This is an optimization exercise on Yosys and OpenROAD, whose aim is small area and a short achievable clock period, not a production implementation. The RTL was checked by simulation tests, not by an equivalence proof against the original design. Power and IR drop assume default switching activity.

--- design/flow/flow/abc.script ---
strash
dch
map -D 3500
buffer -c
topo
stime -c
upsize -c
dnsize -c
--- design/flow/flow/run.sh ---
#!/bin/bash
# Own layout flow: the standard ORFS flow (standard.sh) with these changes:
#  - synthesis is synth_recipe.tcl with ORFS synth.tcl patched by flow/patch_synth.py:
#    the RTL's full adder module add1_fa becomes the library full adder cell, no other
#    adder extraction, modules kept apart until after ABC (synth_recipe.tcl flattens them
#    at the end), and ABC maps add1_mcpa (the multiplier's final adder) with
#    flow/abc_fast.script and the rest with flow/abc.script;
#  - ports are buffered with sky130_fd_sc_hd__buf_1;
set -euo pipefail
W=$PWD
python3 flow/patch_synth.py "$FLOW_HOME/scripts/synth.tcl" "$W/flow_synth_mod.tcl" > patch.log 2>&1
sed "s#source \$::env(SCRIPTS_DIR)/synth.tcl#source $W/flow_synth_mod.tcl#" synth_recipe.tcl > flow_synth.tcl
grep -q "flow_synth_mod.tcl" flow_synth.tcl
export MY_ABC_SCRIPT=$W/flow/abc.script
export MY_ABC_SCRIPT_FAST=$W/flow/abc_fast.script
export MY_FAST_MODULES=add1_mcpa
bash standard.sh SYNTH_SCRIPT=$W/flow_synth.tcl synth > flow_synth.log 2>&1
bash standard.sh SYNTH_SCRIPT=$W/flow_synth.tcl "BUFFER_PORTS_ARGS=-buffer_cell sky130_fd_sc_hd__buf_1" SKIP_INCREMENTAL_REPAIR=1 finish > flow_layout.log 2>&1
test -f out/final.def
--- design/flow/standard.sh ---
#!/bin/bash
# synth_recipe.tcl (not shown) runs the flow's synth.tcl, then flattens the netlist and writes it again
# the make line also repeats each setting of config.mk as NAME=value (left out here)
make -C /OpenROAD-flow-scripts/flow DESIGN_CONFIG=/design/flow/config.mk WORK_HOME=/design/flow/orfs CLKGATE_MAP_FILE= SYNTH_SCRIPT=/design/flow/synth_recipe.tcl "${@:-finish}"
--- design/flow/flow/abc_fast.script ---
strash
dch
map -D 1500
buffer -c
topo
stime -c
upsize -c
dnsize -c
--- design/flow/constraint.sdc ---
create_clock -name core_clock -period 8.5 [get_ports {clk}]
set_input_delay 1.7000 -clock core_clock [delete_from_list [all_inputs] [get_ports {clk}]]
set_output_delay 1.7000 -clock core_clock [all_outputs]
set_load 0.01 [all_outputs]
--- design/flow/design.v ---
module add1(
	input clk,
	input operation,
	input [15:0] x,y,
	output [15:0] z,
	input [2:0]counter
	);
wire xs = x[15], ys = y[15];
wire [4:0] xe = x[14:10], ye = y[14:10];
wire [10:0] X = {1'b1, x[9:0]};
wire [10:0] Y = {1'b1, y[9:0]};
reg z_sign;
reg [4:0] z_exp;
reg [9:0] z_m;
assign z = {z_sign, z_exp, z_m};
wire [9:0] xm = x[9:0], ym = y[9:0];
wire ppn0_0 = ~(xm[0] & ym[0]);
wire ppn0_1 = ~(xm[0] & ym[1]);
wire ppn0_2 = ~(xm[0] & ym[2]);
wire ppn0_3 = ~(xm[0] & ym[3]);
wire ppn0_4 = ~(xm[0] & ym[4]);
wire ppn0_5 = ~(xm[0] & ym[5]);
wire ppn0_6 = ~(xm[0] & ym[6]);
wire ppn0_7 = ~(xm[0] & ym[7]);
wire ppn0_8 = ~(xm[0] & ym[8]);
wire ppn0_9 = ~(xm[0] & ym[9]);
wire ppn1_0 = ~(xm[1] & ym[0]);
wire ppn1_1 = ~(xm[1] & ym[1]);
wire ppn1_2 = ~(xm[1] & ym[2]);
wire ppn1_3 = ~(xm[1] & ym[3]);
wire ppn1_4 = ~(xm[1] & ym[4]);
wire ppn1_5 = ~(xm[1] & ym[5]);
wire ppn1_6 = ~(xm[1] & ym[6]);
wire ppn1_7 = ~(xm[1] & ym[7]);
wire ppn1_8 = ~(xm[1] & ym[8]);
wire ppn1_9 = ~(xm[1] & ym[9]);
wire ppn2_0 = ~(xm[2] & ym[0]);
wire ppn2_1 = ~(xm[2] & ym[1]);
wire ppn2_2 = ~(xm[2] & ym[2]);
wire ppn2_3 = ~(xm[2] & ym[3]);
wire ppn2_4 = ~(xm[2] & ym[4]);
wire ppn2_5 = ~(xm[2] & ym[5]);
wire ppn2_6 = ~(xm[2] & ym[6]);
wire ppn2_7 = ~(xm[2] & ym[7]);
wire ppn2_8 = ~(xm[2] & ym[8]);
wire ppn2_9 = ~(xm[2] & ym[9]);
wire ppn3_0 = ~(xm[3] & ym[0]);
wire ppn3_1 = ~(xm[3] & ym[1]);
wire ppn3_2 = ~(xm[3] & ym[2]);
wire ppn3_3 = ~(xm[3] & ym[3]);
wire ppn3_4 = ~(xm[3] & ym[4]);
wire ppn3_5 = ~(xm[3] & ym[5]);
wire ppn3_6 = ~(xm[3] & ym[6]);
wire ppn3_7 = ~(xm[3] & ym[7]);
wire ppn3_8 = ~(xm[3] & ym[8]);
wire ppn3_9 = ~(xm[3] & ym[9]);
wire ppn4_0 = ~(xm[4] & ym[0]);
wire ppn4_1 = ~(xm[4] & ym[1]);
wire ppn4_2 = ~(xm[4] & ym[2]);
wire ppn4_3 = ~(xm[4] & ym[3]);
wire ppn4_4 = ~(xm[4] & ym[4]);
wire ppn4_5 = ~(xm[4] & ym[5]);
wire ppn4_6 = ~(xm[4] & ym[6]);
wire ppn4_7 = ~(xm[4] & ym[7]);
wire ppn4_8 = ~(xm[4] & ym[8]);
wire ppn4_9 = ~(xm[4] & ym[9]);
wire ppn5_0 = ~(xm[5] & ym[0]);
wire ppn5_1 = ~(xm[5] & ym[1]);
wire ppn5_2 = ~(xm[5] & ym[2]);
wire ppn5_3 = ~(xm[5] & ym[3]);
wire ppn5_4 = ~(xm[5] & ym[4]);
wire ppn5_5 = ~(xm[5] & ym[5]);
wire ppn5_6 = ~(xm[5] & ym[6]);
wire ppn5_7 = ~(xm[5] & ym[7]);
wire ppn5_8 = ~(xm[5] & ym[8]);
wire ppn5_9 = ~(xm[5] & ym[9]);
wire ppn6_0 = ~(xm[6] & ym[0]);
wire ppn6_1 = ~(xm[6] & ym[1]);
wire ppn6_2 = ~(xm[6] & ym[2]);
wire ppn6_3 = ~(xm[6] & ym[3]);
wire ppn6_4 = ~(xm[6] & ym[4]);
wire ppn6_5 = ~(xm[6] & ym[5]);
wire ppn6_6 = ~(xm[6] & ym[6]);
wire ppn6_7 = ~(xm[6] & ym[7]);
wire ppn6_8 = ~(xm[6] & ym[8]);
wire ppn6_9 = ~(xm[6] & ym[9]);
wire ppn7_0 = ~(xm[7] & ym[0]);
wire ppn7_1 = ~(xm[7] & ym[1]);
wire ppn7_2 = ~(xm[7] & ym[2]);
wire ppn7_3 = ~(xm[7] & ym[3]);
wire ppn7_4 = ~(xm[7] & ym[4]);
wire ppn7_5 = ~(xm[7] & ym[5]);
wire ppn7_6 = ~(xm[7] & ym[6]);
wire ppn7_7 = ~(xm[7] & ym[7]);
wire ppn7_8 = ~(xm[7] & ym[8]);
wire ppn7_9 = ~(xm[7] & ym[9]);
wire ppn8_0 = ~(xm[8] & ym[0]);
wire ppn8_1 = ~(xm[8] & ym[1]);
wire ppn8_2 = ~(xm[8] & ym[2]);
wire ppn8_3 = ~(xm[8] & ym[3]);
wire ppn8_4 = ~(xm[8] & ym[4]);
wire ppn8_5 = ~(xm[8] & ym[5]);
wire ppn8_6 = ~(xm[8] & ym[6]);
wire ppn8_7 = ~(xm[8] & ym[7]);
wire ppn8_8 = ~(xm[8] & ym[8]);
wire ppn8_9 = ~(xm[8] & ym[9]);
wire ppn9_0 = ~(xm[9] & ym[0]);
wire ppn9_1 = ~(xm[9] & ym[1]);
wire ppn9_2 = ~(xm[9] & ym[2]);
wire ppn9_3 = ~(xm[9] & ym[3]);
wire ppn9_4 = ~(xm[9] & ym[4]);
wire ppn9_5 = ~(xm[9] & ym[5]);
wire ppn9_6 = ~(xm[9] & ym[6]);
wire ppn9_7 = ~(xm[9] & ym[7]);
wire ppn9_8 = ~(xm[9] & ym[8]);
wire ppn9_9 = ~(xm[9] & ym[9]);
wire [9:0] xmn = ~xm, ymn = ~ym;
wire tn1 = ~(ppn0_9 ^ ppn1_8);
wire tn2 = ppn0_9 | ppn1_8;
wire tn3, tn4;
add1_fa u_tn3 (.A(ppn1_9), .B(ppn2_8), .CIN(ppn3_7), .COUT(tn4), .SUM(tn3));
wire tn5 = ~(ppn4_6 ^ ppn5_5);
wire tn6 = ppn4_6 | ppn5_5;
wire tn7, tn8;
add1_fa u_tn7 (.A(ppn2_9), .B(ppn3_8), .CIN(ppn4_7), .COUT(tn8), .SUM(tn7));
wire tn9 = ~(ppn5_6 ^ ppn6_5);
wire tn10 = ppn5_6 | ppn6_5;
wire tn11, tn12;
add1_fa u_tn11 (.A(ppn3_9), .B(ppn4_8), .CIN(ppn5_7), .COUT(tn12), .SUM(tn11));
wire tn13 = ~(ppn0_6 ^ ppn1_5);
wire tn14 = ppn0_6 | ppn1_5;
wire tn15, tn16;
add1_fa u_tn15 (.A(ppn0_7), .B(ppn1_6), .CIN(ppn2_5), .COUT(tn16), .SUM(tn15));
wire tn17 = ~(ppn3_4 ^ ppn4_3);
wire tn18 = ppn3_4 | ppn4_3;
wire tn19, tn20;
add1_fa u_tn19 (.A(ppn0_8), .B(ppn1_7), .CIN(ppn2_6), .COUT(tn20), .SUM(tn19));
wire tn21, tn22;
add1_fa u_tn21 (.A(ppn3_5), .B(ppn4_4), .CIN(ppn5_3), .COUT(tn22), .SUM(tn21));
wire tn23 = ~(ppn6_2 ^ ppn7_1);
wire tn24 = ppn6_2 | ppn7_1;
wire tn25, tn26;
add1_fa u_tn25 (.A(ppn2_7), .B(ppn3_6), .CIN(ppn4_5), .COUT(tn26), .SUM(tn25));
wire tn27, tn28;
add1_fa u_tn27 (.A(ppn5_4), .B(ppn6_3), .CIN(ppn7_2), .COUT(tn28), .SUM(tn27));
wire tn29, tn30;
add1_fa u_tn29 (.A(ppn8_1), .B(ppn9_0), .CIN(tn1), .COUT(tn30), .SUM(tn29));
wire tn31, tn32;
add1_fa u_tn31 (.A(ppn6_4), .B(ppn7_3), .CIN(ppn8_2), .COUT(tn32), .SUM(tn31));
wire tn33, tn34;
add1_fa u_tn33 (.A(ppn9_1), .B(xmn[0]), .CIN(ymn[0]), .COUT(tn34), .SUM(tn33));
wire tn35, tn36;
add1_fa u_tn35 (.A(tn2), .B(tn3), .CIN(tn5), .COUT(tn36), .SUM(tn35));
wire tn37, tn38;
add1_fa u_tn37 (.A(ppn7_4), .B(ppn8_3), .CIN(ppn9_2), .COUT(tn38), .SUM(tn37));
wire tn39, tn40;
add1_fa u_tn39 (.A(xmn[1]), .B(ymn[1]), .CIN(tn4), .COUT(tn40), .SUM(tn39));
wire tn41, tn42;
add1_fa u_tn41 (.A(tn6), .B(tn7), .CIN(tn9), .COUT(tn42), .SUM(tn41));
wire tn43, tn44;
add1_fa u_tn43 (.A(ppn6_6), .B(ppn7_5), .CIN(ppn8_4), .COUT(tn44), .SUM(tn43));
wire tn45, tn46;
add1_fa u_tn45 (.A(ppn9_3), .B(xmn[2]), .CIN(ymn[2]), .COUT(tn46), .SUM(tn45));
wire tn47, tn48;
add1_fa u_tn47 (.A(tn8), .B(tn10), .CIN(tn11), .COUT(tn48), .SUM(tn47));
wire tn49, tn50;
add1_fa u_tn49 (.A(ppn4_9), .B(ppn5_8), .CIN(ppn6_7), .COUT(tn50), .SUM(tn49));
wire tn51, tn52;
add1_fa u_tn51 (.A(ppn7_6), .B(ppn8_5), .CIN(ppn9_4), .COUT(tn52), .SUM(tn51));
wire tn53, tn54;
add1_fa u_tn53 (.A(xmn[3]), .B(ymn[3]), .CIN(tn12), .COUT(tn54), .SUM(tn53));
wire tn55, tn56;
add1_fa u_tn55 (.A(ppn5_9), .B(ppn6_8), .CIN(ppn7_7), .COUT(tn56), .SUM(tn55));
wire tn57, tn58;
add1_fa u_tn57 (.A(ppn8_6), .B(ppn9_5), .CIN(xmn[4]), .COUT(tn58), .SUM(tn57));
wire tn59, tn60;
add1_fa u_tn59 (.A(ppn6_9), .B(ppn7_8), .CIN(ppn8_7), .COUT(tn60), .SUM(tn59));
wire tn61 = ~(ppn0_4 ^ ppn1_3);
wire tn62 = ppn0_4 | ppn1_3;
wire tn63, tn64;
add1_fa u_tn63 (.A(ppn0_5), .B(ppn1_4), .CIN(ppn2_3), .COUT(tn64), .SUM(tn63));
wire tn65 = ~(ppn3_2 ^ ppn4_1);
wire tn66 = ppn3_2 | ppn4_1;
wire tn67, tn68;
add1_fa u_tn67 (.A(ppn2_4), .B(ppn3_3), .CIN(ppn4_2), .COUT(tn68), .SUM(tn67));
wire tn69, tn70;
add1_fa u_tn69 (.A(ppn5_1), .B(ppn6_0), .CIN(tn13), .COUT(tn70), .SUM(tn69));
wire tn71, tn72;
add1_fa u_tn71 (.A(ppn5_2), .B(ppn6_1), .CIN(ppn7_0), .COUT(tn72), .SUM(tn71));
wire tn73, tn74;
add1_fa u_tn73 (.A(tn14), .B(tn15), .CIN(tn17), .COUT(tn74), .SUM(tn73));
wire tn75, tn76;
add1_fa u_tn75 (.A(ppn8_0), .B(tn16), .CIN(tn18), .COUT(tn76), .SUM(tn75));
wire tn77, tn78;
add1_fa u_tn77 (.A(tn19), .B(tn21), .CIN(tn23), .COUT(tn78), .SUM(tn77));
wire tn79, tn80;
add1_fa u_tn79 (.A(tn20), .B(tn22), .CIN(tn24), .COUT(tn80), .SUM(tn79));
wire tn81, tn82;
add1_fa u_tn81 (.A(tn25), .B(tn27), .CIN(tn29), .COUT(tn82), .SUM(tn81));
wire tn83, tn84;
add1_fa u_tn83 (.A(tn26), .B(tn28), .CIN(tn30), .COUT(tn84), .SUM(tn83));
wire tn85, tn86;
add1_fa u_tn85 (.A(tn31), .B(tn33), .CIN(tn35), .COUT(tn86), .SUM(tn85));
wire tn87, tn88;
add1_fa u_tn87 (.A(tn32), .B(tn34), .CIN(tn36), .COUT(tn88), .SUM(tn87));
wire tn89, tn90;
add1_fa u_tn89 (.A(tn37), .B(tn39), .CIN(tn41), .COUT(tn90), .SUM(tn89));
wire tn91, tn92;
add1_fa u_tn91 (.A(tn38), .B(tn40), .CIN(tn42), .COUT(tn92), .SUM(tn91));
wire tn93, tn94;
add1_fa u_tn93 (.A(tn43), .B(tn45), .CIN(tn47), .COUT(tn94), .SUM(tn93));
wire tn95, tn96;
add1_fa u_tn95 (.A(tn44), .B(tn46), .CIN(tn48), .COUT(tn96), .SUM(tn95));
wire tn97, tn98;
add1_fa u_tn97 (.A(tn49), .B(tn51), .CIN(tn53), .COUT(tn98), .SUM(tn97));
wire tn99, tn100;
add1_fa u_tn99 (.A(ymn[4]), .B(tn50), .CIN(tn52), .COUT(tn100), .SUM(tn99));
wire tn101, tn102;
add1_fa u_tn101 (.A(tn54), .B(tn55), .CIN(tn57), .COUT(tn102), .SUM(tn101));
wire tn103, tn104;
add1_fa u_tn103 (.A(ppn9_6), .B(xmn[5]), .CIN(ymn[5]), .COUT(tn104), .SUM(tn103));
wire tn105, tn106;
add1_fa u_tn105 (.A(tn56), .B(tn58), .CIN(tn59), .COUT(tn106), .SUM(tn105));
wire tn107, tn108;
add1_fa u_tn107 (.A(ppn7_9), .B(ppn8_8), .CIN(ppn9_7), .COUT(tn108), .SUM(tn107));
wire tn109, tn110;
add1_fa u_tn109 (.A(xmn[6]), .B(ymn[6]), .CIN(tn60), .COUT(tn110), .SUM(tn109));
wire tn111, tn112;
add1_fa u_tn111 (.A(ppn8_9), .B(ppn9_8), .CIN(xmn[7]), .COUT(tn112), .SUM(tn111));
wire tn113 = ~(ppn0_3 ^ ppn1_2);
wire tn114 = ppn0_3 | ppn1_2;
wire tn115, tn116;
add1_fa u_tn115 (.A(ppn2_2), .B(ppn3_1), .CIN(ppn4_0), .COUT(tn116), .SUM(tn115));
wire tn117, tn118;
add1_fa u_tn117 (.A(ppn5_0), .B(tn62), .CIN(tn63), .COUT(tn118), .SUM(tn117));
wire tn119, tn120;
add1_fa u_tn119 (.A(tn64), .B(tn66), .CIN(tn67), .COUT(tn120), .SUM(tn119));
wire tn121, tn122;
add1_fa u_tn121 (.A(tn68), .B(tn70), .CIN(tn71), .COUT(tn122), .SUM(tn121));
wire tn123, tn124;
add1_fa u_tn123 (.A(tn72), .B(tn74), .CIN(tn75), .COUT(tn124), .SUM(tn123));
wire tn125, tn126;
add1_fa u_tn125 (.A(tn76), .B(tn78), .CIN(tn79), .COUT(tn126), .SUM(tn125));
wire tn127, tn128;
add1_fa u_tn127 (.A(tn80), .B(tn82), .CIN(tn83), .COUT(tn128), .SUM(tn127));
wire tn129, tn130;
add1_fa u_tn129 (.A(tn84), .B(tn86), .CIN(tn87), .COUT(tn130), .SUM(tn129));
wire tn131, tn132;
add1_fa u_tn131 (.A(tn88), .B(tn90), .CIN(tn91), .COUT(tn132), .SUM(tn131));
wire tn133, tn134;
add1_fa u_tn133 (.A(tn92), .B(tn94), .CIN(tn95), .COUT(tn134), .SUM(tn133));
wire tn135, tn136;
add1_fa u_tn135 (.A(tn96), .B(tn98), .CIN(tn99), .COUT(tn136), .SUM(tn135));
wire tn137, tn138;
add1_fa u_tn137 (.A(tn100), .B(tn102), .CIN(tn103), .COUT(tn138), .SUM(tn137));
wire tn139, tn140;
add1_fa u_tn139 (.A(tn104), .B(tn106), .CIN(tn107), .COUT(tn140), .SUM(tn139));
wire tn141, tn142;
add1_fa u_tn141 (.A(ymn[7]), .B(tn108), .CIN(tn110), .COUT(tn142), .SUM(tn141));
wire tn143, tn144;
add1_fa u_tn143 (.A(ppn9_9), .B(xmn[8]), .CIN(ymn[8]), .COUT(tn144), .SUM(tn143));
wire tn145 = ~(ppn0_2 ^ ppn1_1);
wire tn146 = ppn0_2 | ppn1_1;
wire tn147, tn148;
add1_fa u_tn147 (.A(ppn2_1), .B(ppn3_0), .CIN(tn113), .COUT(tn148), .SUM(tn147));
wire tn149, tn150;
add1_fa u_tn149 (.A(tn61), .B(tn114), .CIN(tn115), .COUT(tn150), .SUM(tn149));
wire tn151, tn152;
add1_fa u_tn151 (.A(tn65), .B(tn116), .CIN(tn117), .COUT(tn152), .SUM(tn151));
wire tn153, tn154;
add1_fa u_tn153 (.A(tn69), .B(tn118), .CIN(tn119), .COUT(tn154), .SUM(tn153));
wire tn155, tn156;
add1_fa u_tn155 (.A(tn73), .B(tn120), .CIN(tn121), .COUT(tn156), .SUM(tn155));
wire tn157, tn158;
add1_fa u_tn157 (.A(tn77), .B(tn122), .CIN(tn123), .COUT(tn158), .SUM(tn157));
wire tn159, tn160;
add1_fa u_tn159 (.A(tn81), .B(tn124), .CIN(tn125), .COUT(tn160), .SUM(tn159));
wire tn161, tn162;
add1_fa u_tn161 (.A(tn85), .B(tn126), .CIN(tn127), .COUT(tn162), .SUM(tn161));
wire tn163, tn164;
add1_fa u_tn163 (.A(tn89), .B(tn128), .CIN(tn129), .COUT(tn164), .SUM(tn163));
wire tn165, tn166;
add1_fa u_tn165 (.A(tn93), .B(tn130), .CIN(tn131), .COUT(tn166), .SUM(tn165));
wire tn167, tn168;
add1_fa u_tn167 (.A(tn97), .B(tn132), .CIN(tn133), .COUT(tn168), .SUM(tn167));
wire tn169, tn170;
add1_fa u_tn169 (.A(tn101), .B(tn134), .CIN(tn135), .COUT(tn170), .SUM(tn169));
wire tn171, tn172;
add1_fa u_tn171 (.A(tn105), .B(tn136), .CIN(tn137), .COUT(tn172), .SUM(tn171));
wire tn173, tn174;
add1_fa u_tn173 (.A(tn109), .B(tn138), .CIN(tn139), .COUT(tn174), .SUM(tn173));
wire tn175, tn176;
add1_fa u_tn175 (.A(tn111), .B(tn140), .CIN(tn141), .COUT(tn176), .SUM(tn175));
wire tn177, tn178;
add1_fa u_tn177 (.A(tn112), .B(tn142), .CIN(tn143), .COUT(tn178), .SUM(tn177));
wire tn179, tn180;
add1_fa u_tn179 (.A(xmn[9]), .B(ymn[9]), .CIN(tn144), .COUT(tn180), .SUM(tn179));
wire [21:0] mr0n = {1'b1, tn180, tn178, tn176, tn174, tn172, tn170, tn168, tn166, tn164, tn162, tn160, tn158, tn156, tn154, tn152, tn150, tn148, tn146, ppn2_0, ppn0_1, ppn0_0};
wire [21:0] mr1n = {1'b1, 1'b0, tn179, tn177, tn175, tn173, tn171, tn169, tn167, tn165, tn163, tn161, tn159, tn157, tn155, tn153, tn151, tn149, tn147, tn145, ppn1_0, 1'b1};
wire [4:0] m_e0 = xe + ye + 5'd17;
wire [4:0] m_e1 = xe + ye + 5'd18;
wire [9:0] zm_d;
wire [4:0] ze_d;
wire m_zero = (x == 16'h0000) | (y == 16'h0000);
wire [5:0] dxy = {1'b0, xe} - {1'b0, ye};
wire lt = dxy[5];                           
wire gt = ~dxy[5] & (dxy[4:0] != 5'd0);     
wire [4:0] dyxm1 = ~dxy[4:0];
wire [10:0] B = lt ? Y : X;
wire [10:0] Xsh = {1'b0, X[10:1]} >> dyxm1;
wire [10:0] Ysh = Y >> dxy[4:0];
wire [10:0] S = lt ? Xsh : Ysh;
wire [4:0] ea = lt ? ye : xe;
wire sa = gt ? xs : (lt ? ys : 1'b0);
wire negB = lt ? ys : xs;
wire diff = xs ^ ys;
wire invS = diff & negB;        
wire invB = diff & ~negB;       
wire cin = diff;
wire [11:0] Sx = {1'b0, S} ^ {12{invS}};
wire [11:0] Ba = {1'b0, B} ^ {12{invB}};
wire ac_g0 = Ba[0] & Sx[0];
wire ac_p0 = Ba[0] ^ Sx[0];
wire ac_g1 = Ba[1] & Sx[1];
wire ac_p1 = Ba[1] ^ Sx[1];
wire ac_g2 = Ba[2] & Sx[2];
wire ac_p2 = Ba[2] ^ Sx[2];
wire ac_g3 = Ba[3] & Sx[3];
wire ac_p3 = Ba[3] ^ Sx[3];
wire ac_g4 = Ba[4] & Sx[4];
wire ac_p4 = Ba[4] ^ Sx[4];
wire ac_g5 = Ba[5] & Sx[5];
wire ac_p5 = Ba[5] ^ Sx[5];
wire ac_g6 = Ba[6] & Sx[6];
wire ac_p6 = Ba[6] ^ Sx[6];
wire ac_g7 = Ba[7] & Sx[7];
wire ac_p7 = Ba[7] ^ Sx[7];
wire ac_g8 = Ba[8] & Sx[8];
wire ac_p8 = Ba[8] ^ Sx[8];
wire ac_g9 = Ba[9] & Sx[9];
wire ac_p9 = Ba[9] ^ Sx[9];
wire ac_g10 = Ba[10] & Sx[10];
wire ac_p10 = Ba[10] ^ Sx[10];
wire ac_g11 = Ba[11] & Sx[11];
wire ac_p11 = Ba[11] ^ Sx[11];
wire ac_G0c = ac_g0 | (ac_p0 & cin);
wire ac_G0_1 = ac_g1 | (ac_p1 & ac_G0c);
wire ac_P0_1 = ac_p1 & ac_p0;
wire ac_G0_3 = ac_g3 | (ac_p3 & ac_g2);
wire ac_P0_3 = ac_p3 & ac_p2;
wire ac_G0_5 = ac_g5 | (ac_p5 & ac_g4);
wire ac_P0_5 = ac_p5 & ac_p4;
wire ac_G0_7 = ac_g7 | (ac_p7 & ac_g6);
wire ac_P0_7 = ac_p7 & ac_p6;
wire ac_G0_9 = ac_g9 | (ac_p9 & ac_g8);
wire ac_P0_9 = ac_p9 & ac_p8;
wire ac_G0_11 = ac_g11 | (ac_p11 & ac_g10);
wire ac_P0_11 = ac_p11 & ac_p10;
wire ac_G1_2 = ac_g2 | (ac_p2 & ac_G0_1);
wire ac_P1_2 = ac_p2 & ac_P0_1;
wire ac_G1_3 = ac_G0_3 | (ac_P0_3 & ac_G0_1);
wire ac_P1_3 = ac_P0_3 & ac_P0_1;
wire ac_G1_6 = ac_g6 | (ac_p6 & ac_G0_5);
wire ac_P1_6 = ac_p6 & ac_P0_5;
wire ac_G1_7 = ac_G0_7 | (ac_P0_7 & ac_G0_5);
wire ac_P1_7 = ac_P0_7 & ac_P0_5;
wire ac_G1_10 = ac_g10 | (ac_p10 & ac_G0_9);
wire ac_P1_10 = ac_p10 & ac_P0_9;
wire ac_G1_11 = ac_G0_11 | (ac_P0_11 & ac_G0_9);
wire ac_P1_11 = ac_P0_11 & ac_P0_9;
wire ac_G2_4 = ac_g4 | (ac_p4 & ac_G1_3);
wire ac_P2_4 = ac_p4 & ac_P1_3;
wire ac_G2_5 = ac_G0_5 | (ac_P0_5 & ac_G1_3);
wire ac_P2_5 = ac_P0_5 & ac_P1_3;
wire ac_G2_6 = ac_G1_6 | (ac_P1_6 & ac_G1_3);
wire ac_P2_6 = ac_P1_6 & ac_P1_3;
wire ac_G2_7 = ac_G1_7 | (ac_P1_7 & ac_G1_3);
wire ac_P2_7 = ac_P1_7 & ac_P1_3;
wire ac_G3_8 = ac_g8 | (ac_p8 & ac_G2_7);
wire ac_P3_8 = ac_p8 & ac_P2_7;
wire ac_G3_9 = ac_G0_9 | (ac_P0_9 & ac_G2_7);
wire ac_P3_9 = ac_P0_9 & ac_P2_7;
wire ac_G3_10 = ac_G1_10 | (ac_P1_10 & ac_G2_7);
wire ac_P3_10 = ac_P1_10 & ac_P2_7;
wire ac_G3_11 = ac_G1_11 | (ac_P1_11 & ac_G2_7);
wire ac_P3_11 = ac_P1_11 & ac_P2_7;
wire [11:0] sum = {(ac_p11 ^ ac_G3_10), (ac_p10 ^ ac_G3_9), (ac_p9 ^ ac_G3_8), (ac_p8 ^ ac_G2_7), (ac_p7 ^ ac_G2_6), (ac_p6 ^ ac_G2_5), (ac_p5 ^ ac_G2_4), (ac_p4 ^ ac_G1_3), (ac_p3 ^ ac_G1_2), (ac_p2 ^ ac_G0_1), (ac_p1 ^ ac_G0c), (ac_p0 ^ cin)};
wire Szero = lt ? (dyxm1 > 5'd9) : (dxy[4:0] > 5'd10);
wire [11:0] H = {sum[11] & ~(invB & Szero), sum[10:0]};
reg [9:0] a_man;
reg [4:0] a_exp;
reg a_keep;
always @* begin
	a_keep = 1'b0;
	a_man = H[9:0];
	a_exp = ea;
	if (H[11]) begin
		a_man = H[10:1] + {9'd0, H[0]};
		a_exp = ea + 5'd1;
	end else if (H[10]) begin
		a_man = H[9:0];
	end else if (H[9]) begin
		a_man = {H[8:0], 1'b0};
		a_exp = ea - 5'd1;
	end else if (H[8]) begin
		a_man = H[9:0];
		a_exp = ea - 5'd2;
	end else begin
		a_keep = 1'b1;
	end
	if (H == 12'd0 && !sa) begin
		a_exp = 5'd0;
		a_man = 10'd0;
		a_keep = 1'b0;
	end
end
wire a_zero = (x == 16'h0000) & (y == 16'h0000);
add1_mcpa u_mcpa (.mr0n(mr0n), .mr1n(mr1n), .e0(m_e0), .e1(m_e1),
                  .op(operation), .m_zero(m_zero), .a_zero(a_zero), .a_man(a_man), .a_exp(a_exp),
                  .zm_d(zm_d), .ze_d(ze_d));
always @(posedge clk) begin
	if (counter == 3'd0) begin
		if (operation) z_sign <= m_zero ? 1'b0 : xs ^ ys;
		else z_sign <= a_zero ? 1'b0 : sa;
		z_exp <= ze_d;
		if (operation | a_zero | ~a_keep) z_m <= zm_d;
	end
end
endmodule
module add1_mcpa(input [21:0] mr0n, input [21:0] mr1n, input [4:0] e0, input [4:0] e1,
                 input op, input m_zero, input a_zero, input [9:0] a_man, input [4:0] a_exp,
                 output [9:0] zm_d, output [4:0] ze_d);
wire [21:0] mr0 = {1'b0, ~mr0n[20], ~mr0n[19], ~mr0n[18], ~mr0n[17], ~mr0n[16], ~mr0n[15], ~mr0n[14], ~mr0n[13], ~mr0n[12], ~mr0n[11], ~mr0n[10], ~mr0n[9], ~mr0n[8], ~mr0n[7], ~mr0n[6], ~mr0n[5], ~mr0n[4], ~mr0n[3], ~mr0n[2], ~mr0n[1], ~mr0n[0]};
wire [21:0] mr1 = {1'b0, 1'b1, ~mr1n[19], ~mr1n[18], ~mr1n[17], ~mr1n[16], ~mr1n[15], ~mr1n[14], ~mr1n[13], ~mr1n[12], ~mr1n[11], ~mr1n[10], ~mr1n[9], ~mr1n[8], ~mr1n[7], ~mr1n[6], ~mr1n[5], ~mr1n[4], ~mr1n[3], ~mr1n[2], ~mr1n[1], 1'b0};
wire mc_g0 = mr0[0] & mr1[0];
wire mc_p0 = mr0[0] ^ mr1[0];
wire mc_g1 = mr0[1] & mr1[1];
wire mc_p1 = mr0[1] ^ mr1[1];
wire mc_g2 = mr0[2] & mr1[2];
wire mc_p2 = mr0[2] ^ mr1[2];
wire mc_g3 = mr0[3] & mr1[3];
wire mc_p3 = mr0[3] ^ mr1[3];
wire mc_g4 = mr0[4] & mr1[4];
wire mc_p4 = mr0[4] ^ mr1[4];
wire mc_g5 = mr0[5] & mr1[5];
wire mc_p5 = mr0[5] ^ mr1[5];
wire mc_g6 = mr0[6] & mr1[6];
wire mc_p6 = mr0[6] ^ mr1[6];
wire mc_g7 = mr0[7] & mr1[7];
wire mc_p7 = mr0[7] ^ mr1[7];
wire mc_g8 = mr0[8] & mr1[8];
wire mc_p8 = mr0[8] ^ mr1[8];
wire mc_g9 = mr0[9] & mr1[9];
wire mc_p9 = mr0[9] ^ mr1[9];
wire mc_g10 = mr0[10] & mr1[10];
wire mc_p10 = mr0[10] ^ mr1[10];
wire mc_g11 = mr0[11] & mr1[11];
wire mc_p11 = mr0[11] ^ mr1[11];
wire mc_g12 = mr0[12] & mr1[12];
wire mc_p12 = mr0[12] ^ mr1[12];
wire mc_g13 = mr0[13] & mr1[13];
wire mc_p13 = mr0[13] ^ mr1[13];
wire mc_g14 = mr0[14] & mr1[14];
wire mc_p14 = mr0[14] ^ mr1[14];
wire mc_g15 = mr0[15] & mr1[15];
wire mc_p15 = mr0[15] ^ mr1[15];
wire mc_g16 = mr0[16] & mr1[16];
wire mc_p16 = mr0[16] ^ mr1[16];
wire mc_g17 = mr0[17] & mr1[17];
wire mc_p17 = mr0[17] ^ mr1[17];
wire mc_g18 = mr0[18] & mr1[18];
wire mc_p18 = mr0[18] ^ mr1[18];
wire mc_g19 = mr0[19] & mr1[19];
wire mc_p19 = mr0[19] ^ mr1[19];
wire mc_g20 = mr0[20] & mr1[20];
wire mc_p20 = mr0[20] ^ mr1[20];
wire mc_g21 = mr0[21] & mr1[21];
wire mc_p21 = mr0[21] ^ mr1[21];
wire mc_G0_1 = mc_g1 | (mc_p1 & mc_g0);
wire mc_P0_1 = mc_p1 & mc_p0;
wire mc_G0_3 = mc_g3 | (mc_p3 & mc_g2);
wire mc_P0_3 = mc_p3 & mc_p2;
wire mc_G0_5 = mc_g5 | (mc_p5 & mc_g4);
wire mc_P0_5 = mc_p5 & mc_p4;
wire mc_G0_7 = mc_g7 | (mc_p7 & mc_g6);
wire mc_P0_7 = mc_p7 & mc_p6;
wire mc_G0_9 = mc_g9 | (mc_p9 & mc_g8);
wire mc_P0_9 = mc_p9 & mc_p8;
wire mc_G0_11 = mc_g11 | (mc_p11 & mc_g10);
wire mc_P0_11 = mc_p11 & mc_p10;
wire mc_G0_13 = mc_g13 | (mc_p13 & mc_g12);
wire mc_P0_13 = mc_p13 & mc_p12;
wire mc_G0_15 = mc_g15 | (mc_p15 & mc_g14);
wire mc_P0_15 = mc_p15 & mc_p14;
wire mc_G0_17 = mc_g17 | (mc_p17 & mc_g16);
wire mc_P0_17 = mc_p17 & mc_p16;
wire mc_G0_19 = mc_g19 | (mc_p19 & mc_g18);
wire mc_P0_19 = mc_p19 & mc_p18;
wire mc_G0_21 = mc_g21 | (mc_p21 & mc_g20);
wire mc_P0_21 = mc_p21 & mc_p20;
wire mc_G1_2 = mc_g2 | (mc_p2 & mc_G0_1);
wire mc_P1_2 = mc_p2 & mc_P0_1;
wire mc_G1_3 = mc_G0_3 | (mc_P0_3 & mc_G0_1);
wire mc_P1_3 = mc_P0_3 & mc_P0_1;
wire mc_G1_6 = mc_g6 | (mc_p6 & mc_G0_5);
wire mc_P1_6 = mc_p6 & mc_P0_5;
wire mc_G1_7 = mc_G0_7 | (mc_P0_7 & mc_G0_5);
wire mc_P1_7 = mc_P0_7 & mc_P0_5;
wire mc_G1_10 = mc_g10 | (mc_p10 & mc_G0_9);
wire mc_P1_10 = mc_p10 & mc_P0_9;
wire mc_G1_11 = mc_G0_11 | (mc_P0_11 & mc_G0_9);
wire mc_P1_11 = mc_P0_11 & mc_P0_9;
wire mc_G1_14 = mc_g14 | (mc_p14 & mc_G0_13);
wire mc_P1_14 = mc_p14 & mc_P0_13;
wire mc_G1_15 = mc_G0_15 | (mc_P0_15 & mc_G0_13);
wire mc_P1_15 = mc_P0_15 & mc_P0_13;
wire mc_G1_18 = mc_g18 | (mc_p18 & mc_G0_17);
wire mc_P1_18 = mc_p18 & mc_P0_17;
wire mc_G1_19 = mc_G0_19 | (mc_P0_19 & mc_G0_17);
wire mc_P1_19 = mc_P0_19 & mc_P0_17;
wire mc_G2_4 = mc_g4 | (mc_p4 & mc_G1_3);
wire mc_P2_4 = mc_p4 & mc_P1_3;
wire mc_G2_5 = mc_G0_5 | (mc_P0_5 & mc_G1_3);
wire mc_P2_5 = mc_P0_5 & mc_P1_3;
wire mc_G2_6 = mc_G1_6 | (mc_P1_6 & mc_G1_3);
wire mc_P2_6 = mc_P1_6 & mc_P1_3;
wire mc_G2_7 = mc_G1_7 | (mc_P1_7 & mc_G1_3);
wire mc_P2_7 = mc_P1_7 & mc_P1_3;
wire mc_G2_12 = mc_g12 | (mc_p12 & mc_G1_11);
wire mc_P2_12 = mc_p12 & mc_P1_11;
wire mc_G2_13 = mc_G0_13 | (mc_P0_13 & mc_G1_11);
wire mc_P2_13 = mc_P0_13 & mc_P1_11;
wire mc_G2_14 = mc_G1_14 | (mc_P1_14 & mc_G1_11);
wire mc_P2_14 = mc_P1_14 & mc_P1_11;
wire mc_G2_15 = mc_G1_15 | (mc_P1_15 & mc_G1_11);
wire mc_P2_15 = mc_P1_15 & mc_P1_11;
wire mc_G2_20 = mc_g20 | (mc_p20 & mc_G1_19);
wire mc_P2_20 = mc_p20 & mc_P1_19;
wire mc_G2_21 = mc_G0_21 | (mc_P0_21 & mc_G1_19);
wire mc_P2_21 = mc_P0_21 & mc_P1_19;
wire mc_G3_8 = mc_g8 | (mc_p8 & mc_G2_7);
wire mc_P3_8 = mc_p8 & mc_P2_7;
wire mc_G3_9 = mc_G0_9 | (mc_P0_9 & mc_G2_7);
wire mc_P3_9 = mc_P0_9 & mc_P2_7;
wire mc_G3_10 = mc_G1_10 | (mc_P1_10 & mc_G2_7);
wire mc_P3_10 = mc_P1_10 & mc_P2_7;
wire mc_G3_11 = mc_G1_11 | (mc_P1_11 & mc_G2_7);
wire mc_P3_11 = mc_P1_11 & mc_P2_7;
wire mc_G3_12 = mc_G2_12 | (mc_P2_12 & mc_G2_7);
wire mc_P3_12 = mc_P2_12 & mc_P2_7;
wire mc_G3_13 = mc_G2_13 | (mc_P2_13 & mc_G2_7);
wire mc_P3_13 = mc_P2_13 & mc_P2_7;
wire mc_G3_14 = mc_G2_14 | (mc_P2_14 & mc_G2_7);
wire mc_P3_14 = mc_P2_14 & mc_P2_7;
wire mc_G3_15 = mc_G2_15 | (mc_P2_15 & mc_G2_7);
wire mc_P3_15 = mc_P2_15 & mc_P2_7;
wire mc_G4_16 = mc_g16 | (mc_p16 & mc_G3_15);
wire mc_P4_16 = mc_p16 & mc_P3_15;
wire mc_G4_17 = mc_G0_17 | (mc_P0_17 & mc_G3_15);
wire mc_P4_17 = mc_P0_17 & mc_P3_15;
wire mc_G4_18 = mc_G1_18 | (mc_P1_18 & mc_G3_15);
wire mc_P4_18 = mc_P1_18 & mc_P3_15;
wire mc_G4_19 = mc_G1_19 | (mc_P1_19 & mc_G3_15);
wire mc_P4_19 = mc_P1_19 & mc_P3_15;
wire mc_G4_20 = mc_G2_20 | (mc_P2_20 & mc_G3_15);
wire mc_P4_20 = mc_P2_20 & mc_P3_15;
wire mc_G4_21 = mc_G2_21 | (mc_P2_21 & mc_G3_15);
wire mc_P4_21 = mc_P2_21 & mc_P3_15;
wire [21:0] P = {(mc_p21 ^ mc_G4_20), (mc_p20 ^ mc_G4_19), (mc_p19 ^ mc_G4_18), (mc_p18 ^ mc_G4_17), (mc_p17 ^ mc_G4_16), (mc_p16 ^ mc_G3_15), (mc_p15 ^ mc_G3_14), (mc_p14 ^ mc_G3_13), (mc_p13 ^ mc_G3_12), (mc_p12 ^ mc_G3_11), (mc_p11 ^ mc_G3_10), (mc_p10 ^ mc_G3_9), (mc_p9 ^ mc_G3_8), (mc_p8 ^ mc_G2_7), (mc_p7 ^ mc_G2_6), (mc_p6 ^ mc_G2_5), (mc_p5 ^ mc_G2_4), (mc_p4 ^ mc_G1_3), (mc_p3 ^ mc_G1_2), (mc_p2 ^ mc_G0_1), (mc_p1 ^ mc_g0), (mc_p0 ^ 1'b0)};
wire mh = P[21];
wire [9:0] m_man = mh ? P[20:11] : P[19:10];
wire [4:0] m_exp = mh ? e1 : e0;
assign zm_d = op ? (m_zero ? 10'd0 : m_man) : (a_zero ? 10'd0 : a_man);
assign ze_d = op ? (m_zero ? 5'd0 : m_exp) : (a_zero ? 5'd0 : a_exp);
endmodule
module add1_fa(input A, input B, input CIN, output COUT, output SUM);
assign SUM = A ^ B ^ CIN;
assign COUT = (A & B) | (A & CIN) | (B & CIN);
endmodule
--- design/flow/flow/patch_synth.py ---
import sys
s = open(sys.argv[1]).read()
def rep(old, new):
    global s
    assert s.count(old) == 1, old
    s = s.replace(old, new)
# the design's full adder module (add1_fa) becomes the library's full adder cell
rep("hierarchy -check -top $::env(DESIGN_NAME)\n",
    "hierarchy -check -top $::env(DESIGN_NAME)\n"
    "chtype -map add1_fa sky130_fd_sc_hd__fa_1\n"
    "hierarchy -check -top $::env(DESIGN_NAME)\n")
# keep the design's modules apart until after ABC (synth_recipe.tcl flattens at the end)
rep("  synth -flatten -run :fine {*}$synth_full_args\n", "  synth -run :fine {*}$synth_full_args\n")
# no other adder extraction
rep("  extract_fa {*}[dont_use_extract_fa_args]\n", "")
# final ABC mapping: the fast modules with one script, the rest with another
rep("  log_cmd abc {*}$abc_args\n",
    "  foreach m $::env(MY_FAST_MODULES) {\n"
    "    log_cmd abc {*}[lreplace $abc_args 1 1 $::env(MY_ABC_SCRIPT_FAST)] $m\n"
    "  }\n"
    "  log_cmd abc {*}[lreplace $abc_args 1 1 $::env(MY_ABC_SCRIPT)] $::env(DESIGN_NAME)\n")
open(sys.argv[2], 'w').write(s)
--- design/flow/config.mk ---
export PLATFORM = sky130hd
export DESIGN_NAME = add1
export DESIGN_NICKNAME = add1
export VERILOG_FILES = /design/flow/design.v
export SDC_FILE = /design/flow/constraint.sdc
export NUM_CORES = 4
export LEC_CHECK = 0
export CAP_MARGIN = 20
export CORE_MARGIN = 2
export CORE_UTILIZATION = 60
export PLACE_DENSITY = 0.75
export SETUP_SLACK_MARGIN = 2.0
export SLEW_MARGIN = 20
==> results.sh, run 1 <==
export IMPL_maxSlewHeadroom_pct=30.8
export IMPL_start_kind="primary input"
export IMPL_via_per_inst=6.08
export IMPL_overflow=0
export IMPL_worstPathArrival_ns=6.59
export IMPL_cp_slowest_cell="nand2_2"
export IMPL_fin_hold_ws_ns=1.85
export IMPL_crit_type="primary input to flip-flop"
export IMPL_grt_antenna_before_repair=0
export IMPL_clkTransAtPathRegs_ns=0.06
export IMPL_hold_viol_final=0
export IMPL_cts_tree="yes"
export IMPL_ioPinCount=53
export IMPL_netlist_area_sq_mm=0.00621
export IMPL_final_net_count=1048
export IMPL_fmax_ghz=0.152
export IMPL_synthCells=912
export IMPL_grt_pass1_wl_mm=30.9
export IMPL_hp_class="primary input to flip-flop"
export IMPL_path_max_fanout=27
export IMPL_cp_startpoint="x[11]"
export IMPL_drt_total_wl_mm=19.1
export IMPL_track_usage_pct=34.5
export IMPL_post_route_drc_count=0
export IMPL_dp_hpwl_mm=15.2
export IMPL_vias=6480
export IMPL_cp_required_ns=8.49
export IMPL_max_stage_delay_ns=0.36
export IMPL_ant_nets=0
export IMPL_grt_util_met2_pct=60.4
export IMPL_leakage_nw=2.66
export IMPL_syn_to_final_growth_pct=4.27
export IMPL_antenna_cells=0
export IMPL_maxCapViolCount=0
export IMPL_powerDensity_mw_per_mm2=270
export IMPL_cpMostUsedCell="nand2_1"
export IMPL_cts_sinks=16
export IMPL_die_w_um=106
export IMPL_grt_busiest_layer="met2"
export IMPL_dieArea_sq_mm=0.0112
export IMPL_numCtsBuffers=3
export IMPL_initialDrtViolationCount=552
export IMPL_firstDrtPassIters=7
export IMPL_clockBufferDepth=2
export IMPL_globalplace_congestion=0.985
export IMPL_avgSynthCellArea_sq_um=6.81
export IMPL_finalCritPeriodShare_pct=77.6
export IMPL_synth_nets=1029
export IMPL_io_buffers=52
export IMPL_yosys_warnings=1
export IMPL_min_period_ns=6.60
export IMPL_use_met3_pct=3.65
export IMPL_fillerInstances=936
export IMPL_fin_setup_tns_ns=0
export IMPL_fp_dieH_um=106
export IMPL_drv_slew=0
export IMPL_setup_viol=0
export IMPL_wl_per_cell_um=18.0
export IMPL_htreeDepth=1
export IMPL_initial_core_util_pct=61.0
export IMPL_worstSetupEndpoint="z_exp[0]"
export IMPL_coreArea_sq_mm=0.0102
export IMPL_post_cts_buffers=2
export IMPL_cts_root_buf="clkbuf_8"
export IMPL_status="timing/DRC/antenna clean"
export IMPL_irDropWorstVdd_mv=0.573
export IMPL_num_rows=37
export IMPL_cts_hold_buf=0
export IMPL_grt_max_degree=39
export IMPL_end_kind="flip-flop"
export IMPL_layout_drive_gt1_share_pct=7.53
export IMPL_grtUsageMet1_pct=43.5
export IMPL_post_cts_resize_count=16
export IMPL_worst_pin_slew_ns=1.03
export IMPL_grt_pass1_vias=6333
critical path: cells and delay by family:
family | cells | cell delay, ns
AND/OR/NAND/NOR | 20 | 2.53
buffers and inverters | 6 | 0.87
XOR/XNOR | 2 | 0.27
AO/OA/AOI/OAI | 8 | 1.18
per-stage QoR:
step / area (sq um) / power (mW) / setup WS, ns / utilization [%] / instances
6_report: 6480 / 1.75 / 1.90 / 63.6 / 1065
3_5_place_dp: 6390 / 1.65 / 1.30 / 62.8 / 1060
2_1_floorplan: 6210 / 1.33 / 2.22 / - / 912
5_1_grt: 6480 / 1.91 / 1.36 / 63.6 / 1065
4_1_cts: 6480 / 1.73 / 2.00 / 63.6 / 1065
3_3_place_gp: 6390 / 1.61 / 1.38 / 62.8 / 1060
sequential cells by signal, indices dropped and copies added, names as in the netlist:
register,count
z_m,10
z_exp,5
z_sign,1
cell usage in the layout, fill, tap and decap left out, types with 9 or more instances in the layout:
cell and n:
inv_1 76, nand2_1 247, xor2_1 34, fa_1 80, buf_1 40, nand3_1 22
nand4_1 16, o22ai_1 16, or2_2 9, o21ai_0 88, a21oi_1 35, buf_2 12
nor2_1 90, edfxtp_1 16, xnor2_1 21
where the power goes:
| group | switching [mW] | internal (mW) | leakage, nW | total [mW] |
|---|---|---|---|---|
| clock | 0.0248 | 0.0314 | 0.0216 | 0.0562 |
| combinational | 0.999 | 0.567 | 2.50 | 1.57 |
| sequential | 0.00324 | 0.122 | 0.145 | 0.125 |
per-layer routing:
layer	wire length, um	part of all wire [%]
met1	7360	38
met2	9400	49
met3	1450	7.6
met4	935	4.9
met5	0	0
worst min path at each step:
stage	startpoint	end	cells after the start
floorplan	operation	z_sign	1
global placement	operation	z_sign	2
detailed placement	operation	z_sign	2
CTS	operation	z_sign	2
global route	counter[0]	z_exp[0]	2
finish	operation	z_sign	2
area by class of cell:
type | instances | area, sq um | share of cell area [%]
Clock buffer | 3 | 41.3 | 0.637
Timing Repair Buffer | 59 | 263 | 4.06
Sequential cell | 16 | 480 | 7.42
Tap cell | 136 | 170 | 2.63
Multi-Input combinational cell | 764 | 5190 | 80.1
Inverter | 87 | 333 | 5.14
==> inputs of run 2 (changes only) <==
==> design/flow/flow/abc_fast.script (replaced) <==
strash
dch
map -D 1000
buffer -c
topo
stime -c
upsize -c
dnsize -c
==> run 2 against run 1 <==
Compared with the run above:
- flip-flop and latch count is the same
- synthesized area grew 4.3%
- count of clock-buffer cells in the layout is the same
- clock power shrank 0.7%
- via count grew 4.3%
- maximum frequency grew 0.43%
==> results.sh, run 2 <==
export IMPL_yosys_warnings=1
export IMPL_maxCapViolCount=0
export IMPL_status="timing/DRC/antenna clean"
export IMPL_firstDrtPassIters=5
export IMPL_cp_required_ns=8.50
export IMPL_grt_antenna_before_repair=0
export IMPL_end_kind="flip-flop"
export IMPL_grt_max_degree=40
export IMPL_track_usage_pct=33.7
export IMPL_layout_drive_gt1_share_pct=7.20
export IMPL_syn_to_final_growth_pct=3.80
export IMPL_post_cts_buffers=1
export IMPL_finalCritPeriodShare_pct=77.3
export IMPL_cts_hold_buf=0
export IMPL_regMostFlops="z_m"
export IMPL_worstPathArrival_ns=6.57
export IMPL_worst_pin_slew_ns=1.04
export IMPL_powerDensity_mw_per_mm2=264
export IMPL_met2WireLength_mm=8.02
export IMPL_initialDrtViolationCount=647
export IMPL_overflow=0
export IMPL_hold_viol_final=0
export IMPL_ioPinCount=53
export IMPL_hp_class="primary input to flip-flop"
export IMPL_grt_pass1_wl_mm=30.9
export IMPL_avgSynthCellArea_sq_um=6.60
export IMPL_clockBufferDepth=2
export IMPL_hold_path_end="z_exp[3]"
export IMPL_top_regs="z_m: 10 flops, z_exp: 5 flops, z_sign: 1 flops"
export IMPL_cts_tree="yes"
export IMPL_fin_setup_tns_ns=0
export IMPL_coreArea_sq_mm=0.0104
export IMPL_post_route_util_pct=64.6
export IMPL_holdPathStages=3
export IMPL_maxSlewHeadroom_pct=30.7
export IMPL_largest_register_ffs=10
export IMPL_final_net_count=1119
export IMPL_highest_layer="met4"
export IMPL_start_kind="primary input"
export IMPL_die_w_um=108
export IMPL_fmax_ghz=0.152
export IMPL_cp_slowest_cell="nand2_1"
export IMPL_post_cts_resize_count=6
export IMPL_drt_total_wl_mm=18.9
export IMPL_ant_nets=0
export IMPL_max_stage_delay_ns=0.47
export IMPL_vias=6756
export IMPL_wl_met1_mm=8.56
export IMPL_dp_hpwl_mm=15.3
export IMPL_via_per_inst=5.95
export IMPL_final_cell_mix="nand2_1, o21ai_0, nor2_1"
export IMPL_fp_dieH_um=108
export IMPL_synth_nets=1100
export IMPL_post_route_drc_count=0
export IMPL_dieArea_sq_mm=0.0117
export IMPL_synthCells=983
export IMPL_layout_commonest_cell="nand2_1"
export IMPL_cts_sinks=16
export IMPL_irDropWorstVdd_mv=0.292
export IMPL_cpMostUsedCell="nand2_1"
export IMPL_wl_met3_mm=1.85
export IMPL_place_detailed_instances=1132
export IMPL_cts_root_buf="clkbuf_8"
export IMPL_clkTransAtPathRegs_ns=0.06
export IMPL_fillerInstances=1043
export IMPL_numCtsBuffers=3
export IMPL_io_buffers=52
export IMPL_wl_per_cell_um=16.6
export IMPL_fin_cells=1136
export IMPL_initial_core_util_pct=62.2
export IMPL_min_period_ns=6.57
export IMPL_antenna_cells=0
export IMPL_crit_type="primary input to flip-flop"
export IMPL_globalplace_congestion=1.01
export IMPL_htreeDepth=1
export IMPL_netlist_area_sq_mm=0.00648
export IMPL_leakage_nw=2.84
export IMPL_grt_pass1_vias=6289
export IMPL_drv_slew=0
export IMPL_setup_viol=0
export IMPL_path_max_fanout=20
export IMPL_num_rows=37
export IMPL_hold_start="counter[2]"
-- run 2: how the worst max path moves through the flow --
stage	depth (start not counted)	from	end	slack [ns]
floorplan	17	x[1]	z_m[7]	2.57
global placement	34	x[11]	z_exp[4]	1.50
detailed placement	34	x[11]	z_exp[4]	1.44
CTS	38	x[11]	z_exp[0]	2.00
global route	36	x[11]	z_exp[0]	1.37
finish	35	x[11]	z_exp[0]	1.93
-- run 2: final cells by class --
type                    count  area (sq um)  share of cell area, %
flip-flops and latches     16           480                   7.14
clock buffers               3          41.3                  0.613
well taps                 136           170                   2.53
multi-input cells         827          5430                   80.6
inverters                  95           360                   5.35
repair buffers             59           251                   3.74
-- run 2: critical path: cells and delay by family --
kind                   cells  cell delay, ns
XOR/XNOR                   2            0.26
buffers and inverters      5            0.82
AO/OA/AOI/OAI              6            1.03
AND/OR/NAND/NOR           22            2.74
-- run 2: power breakdown --
part | switching (mW) | leakage [nW] | internal (mW)
clock network | 0.0244 | 0.0216 | 0.0314
logic | 1.04 | 2.67 | 0.561
registers | 0.00274 | 0.144 | 0.117
-- run 2: stage by stage --
stage	power (mW)	hold WS, ns	worst slack [ns]	instance area [sq um]
after global routing	2.00	1.92	1.37	6730
after CTS	1.76	1.90	2.00	6730
after global placement	1.68	2.14	1.50	6660
after detailed placement	1.70	2.14	1.44	6660
final	1.78	1.90	1.93	6730
after floorplan	1.40	1.92	2.57	6480
-- run 2: routing by layer --
layer / track usage (%) / vias up
li1: - / 3273
met1: 50.1 / 3066
met2: 50.6 / 375
met3: 6.03 / 42
met4: 9.71 / 0
met5: 0 / -
==> inputs of run 3 (changes only) <==
==> design/flow/flow/abc.script (replaced) <==
strash
dch
map -D 3000
buffer -c
topo
stime -c
upsize -c
dnsize -c
==> design/flow/flow/abc_fast.script (replaced) <==
strash
dch
map -D 1500
buffer -c
topo
stime -c
upsize -c
dnsize -c
==> run 3 against run 2 <==
Compared with the run above:
- synthesized area decreased by 0.58%
- routed wire length increased by 5.6%
- first-iteration DRC count increased by 3.6%
- hold slack got worse by 0.048 ns
- via count decreased by 2.3%
- critical path type unchanged
- critical endpoint is now z_m[3]
==> results.sh, run 3 <==
export IMPL_via_per_inst=6.10
export IMPL_io_buffers=52
export IMPL_wl_per_cell_um=18.4
export IMPL_irDropWorstVdd_mv=0.521
export IMPL_post_cts_resize_count=12
export IMPL_holdPathStages=2
export IMPL_fillerInstances=932
export IMPL_worstPathArrival_ns=6.67
export IMPL_num_rows=37
export IMPL_avgSynthCellArea_sq_um=6.92
export IMPL_initial_core_util_pct=62.2
export IMPL_regMostFlops="z_m"
export IMPL_ant_nets=0
export IMPL_dieArea_sq_mm=0.0116
export IMPL_clockBufferDepth=2
export IMPL_hold_viol_final=0
export IMPL_dp_hpwl_mm=16.0
export IMPL_critical_path_top_delay_family="adder cells"
export IMPL_max_stage_delay_ns=0.55
export IMPL_htreeDepth=1
export IMPL_finalCritPeriodShare_pct=78.6
export IMPL_syn_to_final_growth_pct=3.32
export IMPL_largest_register_ffs=10
export IMPL_maxSlewHeadroom_pct=35.7
export IMPL_path_max_fanout=15
export IMPL_maxCapViolCount=0
export IMPL_numCtsBuffers=3
export IMPL_end_kind="flip-flop"
export IMPL_setup_slack_ns=1.82
export IMPL_cp_num_cells=16
export IMPL_layout_area_seq_sq_um=480
export IMPL_globalplace_congestion=1.03
export IMPL_ioPinCount=53
export IMPL_die_w_um=108
export IMPL_switching_power_mw=1.07
export IMPL_initialDrtViolationCount=670
export IMPL_crit_type="primary input to flip-flop"
export IMPL_crit_buf_inv=4
export IMPL_fin_cells=1082
export IMPL_firstDrtPassIters=6
export IMPL_netlist_area_sq_mm=0.00645
export IMPL_pre_cts_slack_ns=1.37
export IMPL_cts_root_buf="clkbuf_8"
export IMPL_worstSetupEndpoint="z_m[3]"
export IMPL_coreArea_sq_mm=0.0104
export IMPL_layout_drive_gt1_share_pct=8.56
export IMPL_yosys_warnings=1
export IMPL_fin_setup_tns_ns=0
export IMPL_cp_required_ns=8.49
export IMPL_antenna_cells=0
export IMPL_worst_pin_slew_ns=0.962
export IMPL_min_period_ns=6.68
export IMPL_clockPowerShare_pct=3.1
export IMPL_powerDensity_mw_per_mm2=270
export IMPL_cts_hold_buf=0
export IMPL_final_cell_mix="nand2_1, nor2_1, fa_1"
export IMPL_seqPwrFrac_pct=7.0
export IMPL_cts_sinks=16
export IMPL_synth_nets=1048
export IMPL_top_regs="z_m: 10 flops, z_exp: 5 flops, z_sign: 1 flops"
export IMPL_path_cells="buf_1 -> clkinv_1 -> fa_1 -> fa_1 -> fa_1 -> fa_1 -> xor2_1 -> inv_2 -> nor2_4 -> nand2_2 -> o41ai_4 -> nand2_4 -> nand4_4 -> inv_4 -> or2_1 -> a32o_1"
export IMPL_synthCells=931
export IMPL_switching_share_pct=59.5
export IMPL_multi_input_area_sq_mm=0.00542
export IMPL_cp_startpoint="y[2]"
export IMPL_leakage_nw=2.75
export IMPL_p_int_uw=728
export IMPL_start_kind="primary input"
export IMPL_post_cts_buffers=0
export IMPL_fmax_ghz=0.150
export IMPL_status="timing/DRC/antenna clean"
export IMPL_post_route_drc_count=0
export IMPL_grt_max_degree=37
export IMPL_setup_viol=0
export IMPL_cts_tree="yes"
export IMPL_cpMostUsedCell="fa_1"
export IMPL_layout_commonest_cell="nand2_1"
export IMPL_fp_dieH_um=108
export IMPL_hp_class="primary input to flip-flop"
export IMPL_drt_total_wl_mm=19.9
export IMPL_grt_antenna_before_repair=0
export IMPL_place_detailed_instances=1078
export IMPL_overflow=0
export IMPL_power_frac_comb_pct=90.0
export IMPL_post_route_util_pct=64.2
export IMPL_drv_slew=0
export IMPL_grt_pass1_wl_mm=32.4
export IMPL_vias=6598
export IMPL_cp_slowest_cell="fa_1"
export IMPL_final_net_count=1064
export IMPL_grt_pass1_vias=6343
export IMPL_clkTransAtPathRegs_ns=0.06
export IMPL_track_usage_pct=35.6
run 3: how the worst min path moves through the flow:
stage / startpoint / endpoint / slack, ns
2_1_floorplan: operation / z_sign / 1.92
3_3_place_gp: counter[2] / z_exp[0] / 2.10
3_5_place_dp: counter[2] / z_exp[0] / 2.10
4_1_cts: counter[2] / z_exp[4] / 1.85
5_1_grt: counter[2] / z_exp[3] / 1.87
6_report: counter[2] / z_exp[4] / 1.85
run 3: through the flow:
stage / total power, mW / area (sq um) / hold slack [ns]
global route: 1.98 / 6660 / 1.87
CTS: 1.77 / 6660 / 1.85
floorplan: 1.37 / 6450 / 1.92
finish: 1.80 / 6660 / 1.85
detailed placement: 1.70 / 6600 / 2.10
global placement: 1.66 / 6600 / 2.10
run 3: area by class of cell:
cell class | count | area share, %
well taps | 136 | 2.55
clock buffers | 3 | 0.620
flip-flops and latches | 16 | 7.21
multi-input cells | 787 | 81.3
repair buffers | 54 | 3.40
inverters | 85 | 4.83
clock inverters | 1 | 0.0564
run 3: per-layer routing:
| layer | global-route usage, % | wire length, um |
|---|---|---|
| met2 | 61.9 | 9730 |
| met4 | 8.52 | 627 |
| met5 | 0 | 0 |
| met3 | 3.09 | 1640 |
| met1 | 48.0 | 7950 |
run 3: power groups by stage:
stage               Sequential, mW  Combinational, mW  Clock, mW
floorplan                    0.133               1.24          0
global placement             0.126               1.54          0
finish                       0.125               1.62     0.0552
detailed placement           0.127               1.58          0
CTS                          0.125               1.59     0.0560
global route                 0.126               1.79     0.0597
==> inputs of run 4 (changes only) <==
==> design/flow/flow/abc.script (replaced) <==
strash
dch
map -D 3500
buffer -c
topo
stime -c
upsize -c
dnsize -c
--- a/design/flow/config.mk
+++ b/design/flow/config.mk
@@ -11,3 +11,3 @@
 export PLACE_DENSITY = 0.75
-export SETUP_SLACK_MARGIN = 2.0
+export SETUP_SLACK_MARGIN = 2.5
 export SLEW_MARGIN = 20
==> run 4 against run 3 <==
Compared with the run above:
- clock power rose by 6.0%
- synthesized cell count down 2.0%
- total power grew 10%
- via count increased by 3.0%
- final area is 7.0% higher
- die area down 3.5%
- sequential share of layout area down 0.47 points
- highest routed layer unchanged
- maximum frequency rose by 7.3%
- final cell count grew 1.8%
==> results.sh, run 4 <==
export IMPL_setup_viol=0
export IMPL_cts_tree="yes"
export IMPL_post_cts_resize_count=110
export IMPL_dieArea_sq_mm=0.0112
export IMPL_ioPinCount=53
export IMPL_final_net_count=1084
export IMPL_end_kind="flip-flop"
export IMPL_syn_to_final_growth_pct=14.7
export IMPL_wl_per_cell_um=18.8
export IMPL_grt_antenna_before_repair=0
export IMPL_fin_setup_tns_ns=0
export IMPL_post_cts_buffers=30
export IMPL_start_kind="primary input"
export IMPL_hold_path_end="z_exp[1]"
export IMPL_post_route_drc_count=0
export IMPL_worst_pin_slew_ns=1.10
export IMPL_synth_nets=1029
export IMPL_max_stage_delay_ns=0.46
export IMPL_largest_register_ffs=10
export IMPL_cts_root_buf="clkbuf_8"
export IMPL_drt_total_wl_mm=20.7
export IMPL_clockBufferDepth=2
export IMPL_avgSynthCellArea_sq_um=6.81
export IMPL_status="timing/DRC/antenna clean"
export IMPL_post_route_util_pct=70.0
export IMPL_layout_commonest_cell="nand2_1"
export IMPL_hp_class="primary input to flip-flop"
export IMPL_top_regs="z_m: 10 flops, z_exp: 5 flops, z_sign: 1 flops"
export IMPL_synthCells=912
export IMPL_fp_dieH_um=106
export IMPL_overflow=0
export IMPL_crit_type="primary input to flip-flop"
export IMPL_yosys_warnings=1
export IMPL_grt_pass1_vias=6688
export IMPL_setup_slack_ns=2.28
export IMPL_dp_hpwl_mm=15.3
export IMPL_hold_start="counter[2]"
export IMPL_die_w_um=106
export IMPL_pre_cts_slack_ns=1.51
export IMPL_antenna_cells=0
export IMPL_htreeDepth=1
export IMPL_regMostFlops="z_m"
export IMPL_maxSlewHeadroom_pct=26.4
export IMPL_fin_hold_ws_ns=1.89
export IMPL_holdPathStages=3
export IMPL_netlist_area_sq_mm=0.00621
export IMPL_track_usage_pct=38.0
export IMPL_min_period_ns=6.22
export IMPL_num_rows=37
export IMPL_fmax_ghz=0.161
export IMPL_initial_core_util_pct=61.0
export IMPL_cts_hold_buf=0
export IMPL_finalCritPeriodShare_pct=73.2
export IMPL_layout_drive_gt1_share_pct=15.8
export IMPL_clkTransAtPathRegs_ns=0.06
export IMPL_powerDensity_mw_per_mm2=278
export IMPL_power_mw=1.98
export IMPL_leakage_nw=2.94
export IMPL_final_cell_mix="nand2_1, nor2_1, o21ai_0"
export IMPL_irDropWorstVdd_mv=0.518
export IMPL_ant_nets=0
export IMPL_drv_slew=0
export IMPL_multi_input_area_sq_mm=0.00541
export IMPL_globalplace_congestion=1.02
export IMPL_worstPathArrival_ns=6.23
export IMPL_path_max_fanout=9
export IMPL_numCtsBuffers=3
export IMPL_layout_area_seq_sq_um=480
export IMPL_cts_sinks=16
export IMPL_fillerInstances=864
export IMPL_grt_max_degree=34
export IMPL_initialDrtViolationCount=879
export IMPL_grt_pass1_wl_mm=33.7
export IMPL_vias=6793
export IMPL_cpMostUsedCell="nand2_2"
export IMPL_cp_slowest_cell="xnor2_1"
export IMPL_via_per_inst=6.16
export IMPL_hold_viol_final=0
export IMPL_firstDrtPassIters=6
export IMPL_maxCapViolCount=0
export IMPL_cp_required_ns=8.51
export IMPL_coreArea_sq_mm=0.0102
export IMPL_io_buffers=52
[run 4: cell type report]
class | count | area share, %
well taps | 136 | 2.39
multi-input cells | 766 | 75.9
repair inverters | 1 | 0.0878
inverters | 87 | 4.88
clock inverters | 1 | 0.0527
repair buffers | 92 | 9.37
clock buffers | 3 | 0.579
flip-flops and latches | 16 | 6.74
[run 4: worst max path at each step]
stage	from	endpoint	slack, ns	cells past startpoint
after CTS	x[2]	z_m[3]	2.40	19
after floorplan	x[2]	z_m[3]	2.44	18
after global placement	x[3]	z_m[3]	1.58	18
after global routing	x[10]	z_m[4]	1.87	34
after detailed placement	x[3]	z_m[3]	1.51	18
final	x[11]	z_exp[2]	2.28	32
[run 4: layer usage]
metal	vias to the layer above	track usage, %	wire, um
li1	3100	-	-
met1	3225	49.6	7970
met2	397	66.3	10200
met3	71	3.59	1730
met4	0	12.4	834
met5	-	0	0
[run 4: stage by stage]
step / area, sq um / instances
3_3_place_gp: 6440 / 1063
3_5_place_dp: 6440 / 1063
2_1_floorplan: 6320 / 912
4_1_cts: 7130 / 1102
6_report: 7130 / 1102
5_1_grt: 7130 / 1102
[run 4: critical path, delay by kind of cell]
family	cells	cell delay, ns
simple gates	14	1.90
compound gates	10	1.30
buf+inv	6	0.67
xor+xnor	2	0.64
[run 4: power breakdown]
part           internal (mW)  total (mW)  switching (mW)
Combinational          0.702        1.80            1.10
Sequential             0.122       0.126         0.00370
Clock                 0.0321      0.0585          0.0265

==> port drivers added, routing unchanged <==
The results above use ideal ports. As a check the final layouts listed here were re-extracted and re-timed, cells and wires unchanged. Step 1 sets driving cells, clkbuf_16 on the clock port and buf_2 on the other inputs (assumed; they add their load-dependent delay and slew). Step 2 moves the port delays by t, midway between the first and last clock arrival at a register: inputs arrive t later, outputs are due t later. That takes back most of the time a late clock gives input paths. a / b / c = ideal / step 1 / step 2; a / b = the first two.
run | t (ns) | setup WS [ns] | worst slew at a driven data input, ns
run 1 | 0.267 | 1.901 / 1.895 / 1.629 | 0.03
run 2 | 0.268 | 1.929 / 1.917 / 1.649 | 0.05
run 3 | 0.262 | 1.818 / 1.814 / 1.552 | 0.05
run 4 | 0.274 | 2.275 / 2.270 / 1.996 | 0.06
After both steps every run listed still meets setup and hold. The setup slack of run 2, which loses most, moves by -0.012 ns with the drivers and by -0.280 ns with both steps.
